This is an optimization exercise on Yosys and OpenROAD, whose aim is small area, a short achievable clock period and few clock cycles, not a production implementation. At most, simulation tests tie the RTL to the original design; equivalence was not proved. Power is estimated from default activity; no workload was simulated.

==> inputs of v8 <==
==> flow/design.v <==
module RF_AOI222 (input a1, a2, b1, b2, c1, c2, output y);
  assign y = ~((a1 & a2) | (b1 & b2) | (c1 & c2));
endmodule
module RF_AOI22 (input a1, a2, b1, b2, output y);
  assign y = ~((a1 & a2) | (b1 & b2));
endmodule
module RF_NAND4 (input a, b, c, d, output y);
  assign y = ~(a & b & c & d);
endmodule
module RF_NAND3 (input a, b, c, output y);
  assign y = ~(a & b & c);
endmodule
module RF_OR3 (input a, b, c, output y);
  assign y = a | b | c;
endmodule
module RF_RDBIT (
  input  [30:0] Q,
  input  [30:0] S,
  input         F,
  input         W,
  output        Y
  );
  wire [10:0] l;
  wire [2:0]  h;
  genvar g;
  generate
    for (g = 0; g < 10; g = g + 1) begin : T
      RF_AOI222 u (.a1(S[3*g]), .a2(Q[3*g]), .b1(S[3*g+1]), .b2(Q[3*g+1]),
                   .c1(S[3*g+2]), .c2(Q[3*g+2]), .y(l[g]));
    end
  endgenerate
  RF_AOI22 u10 (.a1(S[30]), .a2(Q[30]), .b1(F), .b2(W), .y(l[10]));
  RF_NAND4 n0 (.a(l[0]), .b(l[1]), .c(l[2]), .d(l[3]), .y(h[0]));
  RF_NAND4 n1 (.a(l[4]), .b(l[5]), .c(l[6]), .d(l[7]), .y(h[1]));
  RF_NAND3 n2 (.a(l[8]), .b(l[9]), .c(l[10]), .y(h[2]));
  RF_OR3   o  (.a(h[0]), .b(h[1]), .c(h[2]), .y(Y));
endmodule
module REGFILE (
  input  [31*32-1:0] REGS,    
  input  [30:0]      SEL,     
  input              F,       
  input  [31:0]      W,
  output [31:0]      Y
  );
  genvar b, k;
  generate
    for (b = 0; b < 32; b = b + 1) begin : B
      wire [30:0] q;
      for (k = 0; k < 31; k = k + 1) begin : K
        assign q[k] = REGS[32*k + b];
      end
      RF_RDBIT u (.Q(q), .S(SEL), .F(F), .W(W[b]), .Y(Y[b]));
    end
  endgenerate
endmodule
module ALU_MX2I (input a, b, s, output y);
  assign y = ~(s ? b : a);
endmodule
module ALU_MX2 (input a, b, s, output y);
  assign y = s ? b : a;
endmodule
module ALU_A222OI (input a1, a2, b1, b2, c1, c2, output y);
  assign y = ~((a1 & a2) | (b1 & b2) | (c1 & c2));
endmodule
module ALU_A22OI (input a1, a2, b1, b2, output y);
  assign y = ~((a1 & a2) | (b1 & b2));
endmodule
module ALU_ND2 (input a, b, output y);
  assign y = ~(a & b);
endmodule
module ALU_AOI21 (input a1, a2, b1, output y);
  assign y = ~((a1 & a2) | b1);
endmodule
module ALU_OAI21 (input a1, a2, b1, output y);
  assign y = ~((a1 | a2) & b1);
endmodule
module ALU_NR2 (input a, b, output y);
  assign y = ~(a | b);
endmodule
module ALU_INV (input a, output y);
  assign y = ~a;
endmodule
module ALU_XNOR2 (input a, b, output y);
  assign y = ~(a ^ b);
endmodule
module ALU_XOR2 (input a, b, output y);
  assign y = a ^ b;
endmodule
module ALU_A21O (input a1, a2, b1, output y);
  assign y = (a1 & a2) | b1;
endmodule
module ALU_KSADD (
  input  [31:0] P,
  input  [31:0] G,
  input         CIN,
  output [31:0] SUM
  );
  wire [31:0] g0, g1, g2, g3, g4, g5;
  wire [31:0] p1, p2, p3, p4;
  ALU_A21O c0 (.a1(P[0]), .a2(CIN), .b1(G[0]), .y(g0[0]));
  assign g0[31:1] = G[31:1];
  genvar i;
  generate
    for (i = 0; i < 32; i = i + 1) begin : L
      if (i >= 1) begin : A1
        ALU_AOI21 g (.a1(P[i]), .a2(g0[i-1]), .b1(g0[i]), .y(g1[i]));
      end else begin : B1
        ALU_INV g (.a(g0[i]), .y(g1[i]));
      end
      if (i >= 2) begin : C1
        ALU_ND2 p (.a(P[i]), .b(P[i-1]), .y(p1[i]));
      end else begin : D1
        assign p1[i] = 1'b1;
      end
      if (i >= 2) begin : A2
        ALU_OAI21 g (.a1(p1[i]), .a2(g1[i-2]), .b1(g1[i]), .y(g2[i]));
      end else begin : B2
        ALU_INV g (.a(g1[i]), .y(g2[i]));
      end
      if (i >= 4) begin : C2
        ALU_NR2 p (.a(p1[i]), .b(p1[i-2]), .y(p2[i]));
      end else begin : D2
        assign p2[i] = 1'b0;
      end
      if (i >= 4) begin : A3
        ALU_AOI21 g (.a1(p2[i]), .a2(g2[i-4]), .b1(g2[i]), .y(g3[i]));
      end else begin : B3
        ALU_INV g (.a(g2[i]), .y(g3[i]));
      end
      if (i >= 8) begin : C3
        ALU_ND2 p (.a(p2[i]), .b(p2[i-4]), .y(p3[i]));
      end else begin : D3
        assign p3[i] = 1'b1;
      end
      if (i >= 8) begin : A4
        ALU_OAI21 g (.a1(p3[i]), .a2(g3[i-8]), .b1(g3[i]), .y(g4[i]));
      end else begin : B4
        ALU_INV g (.a(g3[i]), .y(g4[i]));
      end
      if (i >= 16) begin : C4
        ALU_NR2 p (.a(p3[i]), .b(p3[i-8]), .y(p4[i]));
      end else begin : D4
        assign p4[i] = 1'b0;
      end
      if (i >= 16) begin : A5
        ALU_AOI21 g (.a1(p4[i]), .a2(g4[i-16]), .b1(g4[i]), .y(g5[i]));
      end else begin : B5
        ALU_INV g (.a(g4[i]), .y(g5[i]));
      end
      if (i == 0) begin : S0
        ALU_XOR2 s (.a(P[0]), .b(CIN), .y(SUM[0]));
      end else begin : SN
        ALU_XNOR2 s (.a(P[i]), .b(g5[i-1]), .y(SUM[i]));
      end
    end
  endgenerate
endmodule
`timescale 1ns / 1ps
module BETA_CORE(
    input CLK,
    input RESET,
    input IRQ,
    input [31:0] MRD,
    input [31:0] ID,
    output [31:0] IA,
    output [31:0] MA,
    output MOE,
    output MWR,
    output [31:0] MWD
    );
localparam [5:0] OP_LD = 6'b011000, OP_ST = 6'b011001, OP_JMP = 6'b011011,
                 OP_BEQ = 6'b011100, OP_BNE = 6'b011101, OP_LDR = 6'b011111;
reg [31:0] pc_base;      
reg [30:0] pc_tgt;       
reg        pc_tk;        
wire [31:0] pc = pc_tk ? {pc_base[31], pc_tgt} : pc_base;
reg        s2_we;        
reg [4:0]  s2_wa;        
reg        s2_ld;        
reg        s2_st;        
reg        s2_cin;       
reg [3:0]  s2_fn;        
reg [31:0] s2_p;        
reg [31:0] s2_g;        
reg [31:0] s2_d;         
reg [4:0]  s2_sh;        
wire [31:0] sum;
  ALU_KSADD add (.P(s2_p), .G(s2_g), .CIN(s2_cin), .SUM(sum));
  wire eq = &s2_p;
  wire lt = s2_p[31] ? sum[31] : s2_g[31];
  wire cmp = s2_fn[1] ? (lt | (s2_fn[0] ? 1'b0 : eq)) : (s2_fn[0] ? lt : eq);
  wire        shl  = ~s2_fn[1] & ~s2_fn[0];
  wire        fill = s2_fn[1] & s2_p[31];
  wire [31:0] l0, l1, l2, l3, l4, l5, sh;
  genvar si2;
  generate
    for (si2 = 0; si2 < 32; si2 = si2 + 1) begin : SHF
      ALU_MX2I r0 (.a(s2_p[si2]), .b(s2_p[31-si2]), .s(shl), .y(l0[si2]));
      ALU_MX2I s0 (.a(l0[si2]), .b(si2+1  < 32 ? l0[(si2+1)%32]  : ~fill), .s(s2_sh[0]), .y(l1[si2]));
      ALU_MX2I s1 (.a(l1[si2]), .b(si2+2  < 32 ? l1[(si2+2)%32]  :  fill), .s(s2_sh[1]), .y(l2[si2]));
      ALU_MX2I s2 (.a(l2[si2]), .b(si2+4  < 32 ? l2[(si2+4)%32]  : ~fill), .s(s2_sh[2]), .y(l3[si2]));
      ALU_MX2I s3 (.a(l3[si2]), .b(si2+8  < 32 ? l3[(si2+8)%32]  :  fill), .s(s2_sh[3]), .y(l4[si2]));
      ALU_MX2I s4 (.a(l4[si2]), .b(si2+16 < 32 ? l4[(si2+16)%32] : ~fill), .s(s2_sh[4]), .y(l5[si2]));
      ALU_MX2  r1 (.a(l5[si2]), .b(l5[31-si2]), .s(shl), .y(sh[si2]));
    end
  endgenerate
  wire r_sum  = ~s2_ld & (s2_fn[3:2] == 2'b00);
  wire r_cmp  = ~s2_ld & (s2_fn[3:2] == 2'b01);
  wire r_bool = ~s2_ld & (s2_fn[3:2] == 2'b10);
  wire r_sh   = ~s2_ld & (s2_fn[3:2] == 2'b11);
  wire u_g    = r_bool & ~s2_fn[1];
  wire u_p    = r_bool & (s2_fn[1] | s2_fn[0]);
  wire [31:0] x1, x2, wdata;
  generate
    for (si2 = 0; si2 < 32; si2 = si2 + 1) begin : RES
      ALU_A222OI a (.a1(r_sum), .a2(sum[si2]), .b1(s2_ld), .b2(MRD[si2]),
                    .c1(r_sh), .c2(sh[si2]), .y(x1[si2]));
      if (si2 == 0) begin : B0
        ALU_A222OI b (.a1(u_g), .a2(s2_g[0]), .b1(u_p), .b2(s2_p[0]),
                      .c1(r_cmp), .c2(cmp), .y(x2[0]));
      end else begin : BN
        ALU_A22OI b (.a1(u_g), .a2(s2_g[si2]), .b1(u_p), .b2(s2_p[si2]), .y(x2[si2]));
      end
      ALU_ND2 n (.a(x1[si2]), .b(x2[si2]), .y(wdata[si2]));
    end
  endgenerate
assign MA  = sum;
assign MOE = s2_ld;
assign MWR = s2_st & ~RESET;
assign MWD = s2_d;
assign IA  = pc;
wire [5:0] op = ID[31:26];
wire [4:0] rc = ID[25:21];
wire [4:0] ra = ID[20:16];
wire [4:0] rb = ID[15:11];
wire [31:0] lit = {{16{ID[15]}}, ID[15:0]};
wire is_ld  = (op == OP_LD);
wire is_st  = (op == OP_ST);
wire is_jmp = (op == OP_JMP);
wire is_beq = (op == OP_BEQ);
wire is_bne = (op == OP_BNE);
wire is_ldr = (op == OP_LDR);
wire is_alu = op[5] & ((op[3:1] == 3'b000) | (op[3:2] == 2'b01 & op[1:0] != 2'b11) |
                       (op[3:2] == 2'b10) | (op[3:2] == 2'b11 & op[1:0] != 2'b11));
wire illegal = ~(is_ld | is_st | is_jmp | is_beq | is_bne | is_ldr | is_alu);
wire irq = IRQ & ~pc[31];
wire [4:0] rbx = is_st ? rc : rb;
reg [31*32-1:0] regs;
genvar gi;
generate
  for (gi = 0; gi < 31; gi = gi + 1) begin : RW
    always @(posedge CLK)
      if (wsel[gi])
        regs[gi*32 +: 32] <= wdata;
  end
endgenerate
reg [30:0] wsel, sel_a, sel_b;
integer si;
always @(*) begin
  for (si = 0; si < 31; si = si + 1) begin
    wsel[si]  = s2_we & (s2_wa == si);
    sel_a[si] = (ra == si) & ~wsel[si];
    sel_b[si] = (is_st ? (rc == si) : (rb == si)) & ~wsel[si];
  end
end
wire fwd_a = s2_we & (s2_wa == ra);
wire fwd_b = s2_we & (s2_wa == rbx);
wire [31:0] va, vb;
REGFILE rpa (.REGS(regs), .SEL(sel_a), .F(fwd_a), .W(wdata), .Y(va));
REGFILE rpb (.REGS(regs), .SEL(sel_b), .F(fwd_b), .W(wdata), .Y(vb));
wire [30:0] pc4 = pc[30:0] + 31'd4;
wire [30:0] tgt = pc4 + {lit[28:0], 2'b00};
wire z = (va == 32'b0);
wire taken = (is_beq & z) | (is_bne & ~z);
wire link = is_jmp | is_beq | is_bne;
wire sub  = is_alu & ~op[3] & (op[2] | op[0]);
wire inv  = sub | (is_alu & (op[3:0] == 4'b1011));    
always @(posedge CLK) begin
  if (RESET) begin
    pc_base <= 32'h80000000;
  end else if (irq) begin
    pc_base <= 32'h80000008;
  end else if (illegal) begin
    pc_base <= 32'h80000004;
  end else if (is_jmp) begin
    pc_base <= {pc[31] & va[31], va[30:2], 2'b00};
  end else begin
    pc_base <= {pc[31], pc4};
  end
  pc_tk  <= taken & ~irq & ~RESET;
  pc_tgt <= tgt;
end
always @(posedge CLK) begin
  if (RESET) begin
    s2_we <= 1'b0;
    s2_ld <= 1'b0;
    s2_st <= 1'b0;
  end else if (irq | illegal) begin
    s2_we <= 1'b1;
    s2_ld <= 1'b0;
    s2_st <= 1'b0;
  end else begin
    s2_we <= (is_ld | is_ldr | is_alu | link) & (rc != 5'd31);
    s2_ld <= is_ld | is_ldr;
    s2_st <= is_st;
  end
end
wire is_shift = is_alu & (op[3:2] == 2'b11);
reg [31:0] aop, bop;
always @(*) begin
  if (irq | illegal | link) begin
    aop = {pc[31], pc4};
    bop = 32'b0;
  end else if (is_ldr) begin
    aop = {1'b0, tgt};
    bop = 32'b0;
  end else begin
    aop = va;
    bop = is_shift ? 32'b0 : (((is_alu & ~op[4]) ? vb : lit) ^ {32{inv}});
  end
end
always @(posedge CLK) begin
  s2_wa  <= (irq | illegal) ? 5'd30 : rc;
  s2_fn  <= (is_alu & ~irq) ? op[3:0] : 4'b0000;
  s2_cin <= sub & ~irq;
  s2_d   <= vb;
  s2_p   <= aop ^ bop;
  s2_g   <= aop & bop;
  s2_sh  <= (~op[4]) ? vb[4:0] : lit[4:0];
end
endmodule
==> flow/flow/run.sh <==
#!/bin/bash
# The standard synthesis and layout (standard.sh), with these changes to
# how ORFS makes the layout (the SDC and clock period are the standard flow's):
#  - timing repair aims at a larger setup margin, so that it works on the
#    paths that set the achieved period;
#  - port buffers are buf_2 cells (every port still gets its buffer).
# The tools' full output is in flow_make.log and in orfs/logs/.
set -euo pipefail
bash standard.sh SETUP_SLACK_MARGIN=7.5 \
  "BUFFER_PORTS_ARGS=-buffer_cell sky130_fd_sc_hd__buf_2" \
  finish > flow_make.log 2>&1
==> flow/standard.sh <==
#!/bin/bash
# synth_recipe.tcl (not shown) runs the flow's synth.tcl, then flattens the netlist and writes it again
# the make line also repeats each setting of config.mk as NAME=value (left out here)
make -C /OpenROAD-flow-scripts/flow DESIGN_CONFIG=/design/flow/config.mk WORK_HOME=/design/flow/orfs CLKGATE_MAP_FILE= SYNTH_SCRIPT=/design/flow/synth_recipe.tcl "${@:-finish}"
==> flow/config.mk <==
export PLATFORM = sky130hd
export DESIGN_NAME = BETA_CORE
export DESIGN_NICKNAME = BETA_CORE
export VERILOG_FILES = /design/flow/design.v
export SDC_FILE = /design/flow/constraint.sdc
export NUM_CORES = 8
export LEC_CHECK = 0
export CAP_MARGIN = 20
export CORE_MARGIN = 2
export CORE_UTILIZATION = 40
export CTS_BUF_LIST = sky130_fd_sc_hd__clkbuf_8
export CTS_CLUSTER_DIAMETER = 80
export CTS_CLUSTER_SIZE = 16
export SLEW_MARGIN = 20
export SYNTH_HIERARCHICAL = 1
==> flow/constraint.sdc <==
create_clock -name core_clock -period 13.0 [get_ports {CLK}]
set_input_delay 2.6000 -clock core_clock [delete_from_list [all_inputs] [get_ports {CLK}]]
set_output_delay 2.6000 -clock core_clock [all_outputs]
set_load 0.01 [all_outputs]
==> inputs of v11, as changes to v8 <==
--- a/flow/design.v
+++ b/flow/design.v
@@ -3,5 +3,2 @@
 endmodule
-module RF_AOI22 (input a1, a2, b1, b2, output y);
-  assign y = ~((a1 & a2) | (b1 & b2));
-endmodule
 module RF_NAND4 (input a, b, c, d, output y);
@@ -15,2 +12,8 @@
 endmodule
+module RF_ND2 (input a, b, output y);
+  assign y = ~(a & b);
+endmodule
+module RF_A21O (input a1, a2, b1, output y);
+  assign y = (a1 & a2) | b1;
+endmodule
 module RF_RDBIT (
@@ -20,2 +23,3 @@
   input         W,
+  output        TR,
   output        Y
@@ -31,3 +35,3 @@
   endgenerate
-  RF_AOI22 u10 (.a1(S[30]), .a2(Q[30]), .b1(F), .b2(W), .y(l[10]));
+  RF_ND2   u10 (.a(S[30]), .b(Q[30]), .y(l[10]));
   RF_NAND4 n0 (.a(l[0]), .b(l[1]), .c(l[2]), .d(l[3]), .y(h[0]));
@@ -35,3 +39,4 @@
   RF_NAND3 n2 (.a(l[8]), .b(l[9]), .c(l[10]), .y(h[2]));
-  RF_OR3   o  (.a(h[0]), .b(h[1]), .c(h[2]), .y(Y));
+  RF_OR3   o  (.a(h[0]), .b(h[1]), .c(h[2]), .y(TR));
+  RF_A21O  f  (.a1(F), .a2(W), .b1(TR), .y(Y));
 endmodule
@@ -42,2 +47,3 @@
   input  [31:0]      W,
+  output [31:0]      TR,      
   output [31:0]      Y
@@ -51,3 +57,3 @@
       end
-      RF_RDBIT u (.Q(q), .S(SEL), .F(F), .W(W[b]), .Y(Y[b]));
+      RF_RDBIT u (.Q(q), .S(SEL), .F(F), .W(W[b]), .TR(TR[b]), .Y(Y[b]));
     end
@@ -182,4 +188,4 @@
 reg [3:0]  s2_fn;        
-reg [31:0] s2_p;        
-reg [31:0] s2_g;        
+reg [31:0] s2_a;        
+reg [31:0] s2_b;        
 reg [31:0] s2_d;         
@@ -187,2 +193,4 @@
 wire [31:0] sum;
+  wire [31:0] s2_p = s2_a ^ s2_b;
+  wire [31:0] s2_g = s2_a & s2_b;
   ALU_KSADD add (.P(s2_p), .G(s2_g), .CIN(s2_cin), .SUM(sum));
@@ -192,4 +200,7 @@
   wire        shl  = ~s2_fn[1] & ~s2_fn[0];
-  wire        fill = s2_fn[1] & s2_p[31];
-  wire [31:0] l0, l1, l2, l3, l4, l5, sh;
+  wire        fill = s2_fn[1] & s2_a[31];
+  wire [4:0]  sk = ~s2_sh;
+  wire [4:0]  sl = s2_sh & {5{shl}};
+  wire [4:0]  sr = s2_sh & {5{~shl}};
+  wire [31:0] l0, l1, l2, l3, l4, sh;
   genvar si2;
@@ -197,9 +208,18 @@
     for (si2 = 0; si2 < 32; si2 = si2 + 1) begin : SHF
-      ALU_MX2I r0 (.a(s2_p[si2]), .b(s2_p[31-si2]), .s(shl), .y(l0[si2]));
-      ALU_MX2I s0 (.a(l0[si2]), .b(si2+1  < 32 ? l0[(si2+1)%32]  : ~fill), .s(s2_sh[0]), .y(l1[si2]));
-      ALU_MX2I s1 (.a(l1[si2]), .b(si2+2  < 32 ? l1[(si2+2)%32]  :  fill), .s(s2_sh[1]), .y(l2[si2]));
-      ALU_MX2I s2 (.a(l2[si2]), .b(si2+4  < 32 ? l2[(si2+4)%32]  : ~fill), .s(s2_sh[2]), .y(l3[si2]));
-      ALU_MX2I s3 (.a(l3[si2]), .b(si2+8  < 32 ? l3[(si2+8)%32]  :  fill), .s(s2_sh[3]), .y(l4[si2]));
-      ALU_MX2I s4 (.a(l4[si2]), .b(si2+16 < 32 ? l4[(si2+16)%32] : ~fill), .s(s2_sh[4]), .y(l5[si2]));
-      ALU_MX2  r1 (.a(l5[si2]), .b(l5[31-si2]), .s(shl), .y(sh[si2]));
+      ALU_INV    n  (.a(s2_a[si2]), .y(l0[si2]));
+      ALU_A222OI h0 (.a1(sk[0]), .a2(l0[si2]),
+                     .b1(sl[0]), .b2(si2 >= 1  ? l0[(si2+31)%32] : 1'b1),
+                     .c1(sr[0]), .c2(si2 + 1  < 32 ? l0[(si2+1)%32]  : ~fill), .y(l1[si2]));
+      ALU_A222OI h1 (.a1(sk[1]), .a2(l1[si2]),
+                     .b1(sl[1]), .b2(si2 >= 2  ? l1[(si2+30)%32] : 1'b0),
+                     .c1(sr[1]), .c2(si2 + 2  < 32 ? l1[(si2+2)%32]  :  fill), .y(l2[si2]));
+      ALU_A222OI h2 (.a1(sk[2]), .a2(l2[si2]),
+                     .b1(sl[2]), .b2(si2 >= 4  ? l2[(si2+28)%32] : 1'b1),
+                     .c1(sr[2]), .c2(si2 + 4  < 32 ? l2[(si2+4)%32]  : ~fill), .y(l3[si2]));
+      ALU_A222OI h3 (.a1(sk[3]), .a2(l3[si2]),
+                     .b1(sl[3]), .b2(si2 >= 8  ? l3[(si2+24)%32] : 1'b0),
+                     .c1(sr[3]), .c2(si2 + 8  < 32 ? l3[(si2+8)%32]  :  fill), .y(l4[si2]));
+      ALU_A222OI h4 (.a1(sk[4]), .a2(l4[si2]),
+                     .b1(sl[4]), .b2(si2 >= 16 ? l4[(si2+16)%32] : 1'b1),
+                     .c1(sr[4]), .c2(si2 + 16 < 32 ? l4[(si2+16)%32] : ~fill), .y(sh[si2]));
     end
@@ -229,2 +249,4 @@
 assign MWR = s2_st & ~RESET;
+reg rst;
+always @(posedge CLK) rst <= RESET;
 assign MWD = s2_d;
@@ -246,3 +268,3 @@
 wire irq = IRQ & ~pc[31];
-wire [4:0] rbx = is_st ? rc : rb;
+wire [4:0] rbx = op[5] ? rb : rc;
 reg [31*32-1:0] regs;
@@ -262,3 +284,3 @@
     sel_a[si] = (ra == si) & ~wsel[si];
-    sel_b[si] = (is_st ? (rc == si) : (rb == si)) & ~wsel[si];
+    sel_b[si] = (op[5] ? (rb == si) : (rc == si)) & ~wsel[si];
   end
@@ -268,7 +290,10 @@
 wire [31:0] va, vb;
-REGFILE rpa (.REGS(regs), .SEL(sel_a), .F(fwd_a), .W(wdata), .Y(va));
-REGFILE rpb (.REGS(regs), .SEL(sel_b), .F(fwd_b), .W(wdata), .Y(vb));
+wire [31:0] ta, tb;
+REGFILE rpa (.REGS(regs), .SEL(sel_a), .F(fwd_a), .W(wdata), .TR(ta), .Y(va));
+REGFILE rpb (.REGS(regs), .SEL(sel_b), .F(fwd_b), .W(wdata), .TR(tb), .Y(vb));
 wire [30:0] pc4 = pc[30:0] + 31'd4;
 wire [30:0] tgt = pc4 + {lit[28:0], 2'b00};
-wire z = (va == 32'b0);
+wire z_w = (wdata == 32'b0);
+wire z_r = (ta == 32'b0);
+wire z = z_r & (z_w | ~fwd_a);
 wire taken = (is_beq & z) | (is_bne & ~z);
@@ -278,3 +303,3 @@
 always @(posedge CLK) begin
-  if (RESET) begin
+  if (rst) begin
     pc_base <= 32'h80000000;
@@ -289,3 +314,3 @@
   end
-  pc_tk  <= taken & ~irq & ~RESET;
+  pc_tk  <= taken & ~irq & ~rst;
   pc_tgt <= tgt;
@@ -293,3 +318,3 @@
 always @(posedge CLK) begin
-  if (RESET) begin
+  if (rst) begin
     s2_we <= 1'b0;
@@ -308,15 +333,24 @@
 wire is_shift = is_alu & (op[3:2] == 2'b11);
-reg [31:0] aop, bop;
+reg [31:0] aop;
 always @(*) begin
-  if (irq | illegal | link) begin
+  if (irq | illegal | link)
     aop = {pc[31], pc4};
-    bop = 32'b0;
-  end else if (is_ldr) begin
+  else if (is_ldr)
     aop = {1'b0, tgt};
-    bop = 32'b0;
-  end else begin
+  else
     aop = va;
-    bop = is_shift ? 32'b0 : (((is_alu & ~op[4]) ? vb : lit) ^ {32{inv}});
-  end
 end
+wire use_vb  = is_alu & ~op[4] & ~is_shift & ~irq;
+wire use_lit = (is_ld | is_st | (is_alu & op[4] & ~is_shift)) & ~irq;
+wire inv_e   = inv & ~irq;
+wire [31:0] lit_e = (lit ^ {32{inv_e}}) & {32{use_lit}};
+wire [31:0] b0 = use_vb ? {32{inv_e}}  : lit_e;
+wire [31:0] b1 = use_vb ? {32{~inv_e}} : lit_e;
+wire [31:0] bop;
+genvar bi;
+generate
+  for (bi = 0; bi < 32; bi = bi + 1) begin : BOP
+    ALU_MX2 m (.a(b0[bi]), .b(b1[bi]), .s(vb[bi]), .y(bop[bi]));
+  end
+endgenerate
 always @(posedge CLK) begin
@@ -326,4 +360,4 @@
   s2_d   <= vb;
-  s2_p   <= aop ^ bop;
-  s2_g   <= aop & bop;
+  s2_a   <= aop;
+  s2_b   <= bop;
   s2_sh  <= (~op[4]) ? vb[4:0] : lit[4:0];
--- a/flow/flow/run.sh
+++ b/flow/flow/run.sh
@@ -8,3 +8,3 @@
 set -euo pipefail
-bash standard.sh SETUP_SLACK_MARGIN=7.5 \
+bash standard.sh SETUP_SLACK_MARGIN=7.6 \
   "BUFFER_PORTS_ARGS=-buffer_cell sky130_fd_sc_hd__buf_2" \
- CORE_UTILIZATION: 40 -> 55
- CTS_BUF_LIST: sky130_fd_sc_hd__clkbuf_8 -> unset
- CTS_CLUSTER_DIAMETER: 80 -> 100
- CTS_CLUSTER_SIZE: 16 -> 20
==> inputs of v36, as changes to v8 <==
--- a/flow/design.v
+++ b/flow/design.v
@@ -182,4 +182,5 @@
 reg [3:0]  s2_fn;        
-reg [31:0] s2_p;        
-reg [31:0] s2_g;        
+reg [31:0] s2_a;        
+reg [31:0] s2_b;        
+reg        s2_inv;      
 reg [31:0] s2_d;         
@@ -187,2 +188,5 @@
 wire [31:0] sum;
+  wire [31:0] s2_bi = s2_b ^ {32{s2_inv}};
+  wire [31:0] s2_p = s2_a ^ s2_bi;
+  wire [31:0] s2_g = s2_a & s2_bi;
   ALU_KSADD add (.P(s2_p), .G(s2_g), .CIN(s2_cin), .SUM(sum));
@@ -246,3 +250,3 @@
 wire irq = IRQ & ~pc[31];
-wire [4:0] rbx = is_st ? rc : rb;
+wire [4:0] rbx = op[5] ? rb : rc;
 reg [31*32-1:0] regs;
@@ -262,3 +266,3 @@
     sel_a[si] = (ra == si) & ~wsel[si];
-    sel_b[si] = (is_st ? (rc == si) : (rb == si)) & ~wsel[si];
+    sel_b[si] = (op[5] ? (rb == si) : (rc == si)) & ~wsel[si];
   end
@@ -318,3 +322,3 @@
     aop = va;
-    bop = is_shift ? 32'b0 : (((is_alu & ~op[4]) ? vb : lit) ^ {32{inv}});
+    bop = is_shift ? 32'b0 : ((is_alu & ~op[4]) ? vb : lit);
   end
@@ -326,4 +330,5 @@
   s2_d   <= vb;
-  s2_p   <= aop ^ bop;
-  s2_g   <= aop & bop;
+  s2_a   <= aop;
+  s2_b   <= bop;
+  s2_inv <= inv & ~irq;
   s2_sh  <= (~op[4]) ? vb[4:0] : lit[4:0];
- CTS_BUF_LIST: sky130_fd_sc_hd__clkbuf_8 -> unset
- CTS_CLUSTER_DIAMETER: 80 -> 100
- CTS_CLUSTER_SIZE: 16 -> 20
==> flow_summary_export.csv <==
group,metric,value,unit
layout,final.fill_count,11600,
status,outcome,"timing/DRC/antenna clean",
cts,cts.root.buffer_cell,"sky130_fd_sc_hd__clkbuf_8",
yosys,mappedNetlistArea,0.0532,mm2
cts,cts_num_sinks,1170,
pwr,clk-power,1890,uW
setup_path,ff2ff_path_depth,20,
layout,final_cell_count_no_fill,5975,
min_path,min_path_cells,1,
layout,seq_cell_count,1170,
grt,grt_pass1_vias,39700,
pwr,clock_power_share,22.9,%
[end of results for v8]
==> flow_summary_export.csv <==
group,metric,value,unit
status,outcome,"timing/DRC/antenna clean",
layout,seq_cell_count,1171,
pwr,clock_power_share,25.5,%
pwr,clk-power,2280,uW
yosys,mappedNetlistArea,0.0528,mm2
setup_path,ff2ff_path_depth,15,
layout,multi_input_area_share,33.7,%
cts,cts_num_sinks,1171,
cts,cts.root.buffer_cell,"sky130_fd_sc_hd__clkbuf_16",
layout,largest_reg_flops,992,
detailed_routing,detail_route.wirelength.met1,73000,um
sta,rsz_0062_raised_after_global_routing,"yes",
sta,tightest_slew,1200,ps
pwr,pwr-share-seq,51.1,%
floorplan,die_h,314,um
cts,ctsLongestPathBuffers,3,
[end of results for v11]
==> flow_summary_export.csv <==
group,metric,value,unit
layout,seq_cell_count,1171,
sta,max_clock_freq,0.176,GHz
layout,final.fill_count,11500,
detailed_routing,drt_wl_total,223000,um
grt,maximum_number_of_pins_on_one_net_before_global_route_repair,53,
grt,grt_pass1_vias,39500,
setup_path,ff2ff_path_depth,24,
yosys,netlist-cell-type-count,71,
cts,cts.root.buffer_cell,"sky130_fd_sc_hd__clkbuf_16",
status,outcome,"timing/DRC/antenna clean",
pwr,clk-power,2270,uW
min_path,min_path_cells,2,
grt,gr-max-usage-layer,"met2",
cts,cts_num_sinks,1171,
pwr,seq_power,4640,uW
sta,clock_skew,45.8,ps
pwr,clock_power_share,24.1,%
[end of results for v36]
Testbench counts of v11, summed over its fixed seeds: cycles 24,745.
Only the layout flow was run in v8 and v36; the RTL was not checked for function there.

-- afterwards: timing with drivers on the ports --
The results above use ideal ports. As a check the final layouts listed here were re-extracted and re-timed, cells and wires unchanged. Step 1 (the two cells are an assumption about what drives the block):
set clk [get_ports {CLK}]
set_driving_cell -lib_cell sky130_fd_sc_hd__clkbuf_16 $clk
set_driving_cell -lib_cell sky130_fd_sc_hd__buf_2 [delete_from_list [all_inputs] $clk]
Step 2 also shifts input and output timing later by t, the mid clock arrival at the registers, as if the neighbouring blocks saw the same clock. Slacks: ideal ports / drivers / drivers and shift; pairs: ideal ports / drivers.
| run | t (ns) | slack for setup (ns) | worst setup path at the end |
|---|---|---|---|
| v8 | 0.887 | 7.246 / 7.266 / 6.379 | input to register |
| v11 | 0.758 | 7.336 / 7.314 / 6.557 | input to register |
| v36 | 0.741 | 7.319 / 7.236 / 6.578 | input to register |
After both steps setup and hold are still met in every run listed. The setup slack of v8, which loses most, moves by +0.020 ns with the drivers and by -0.867 ns with both steps.
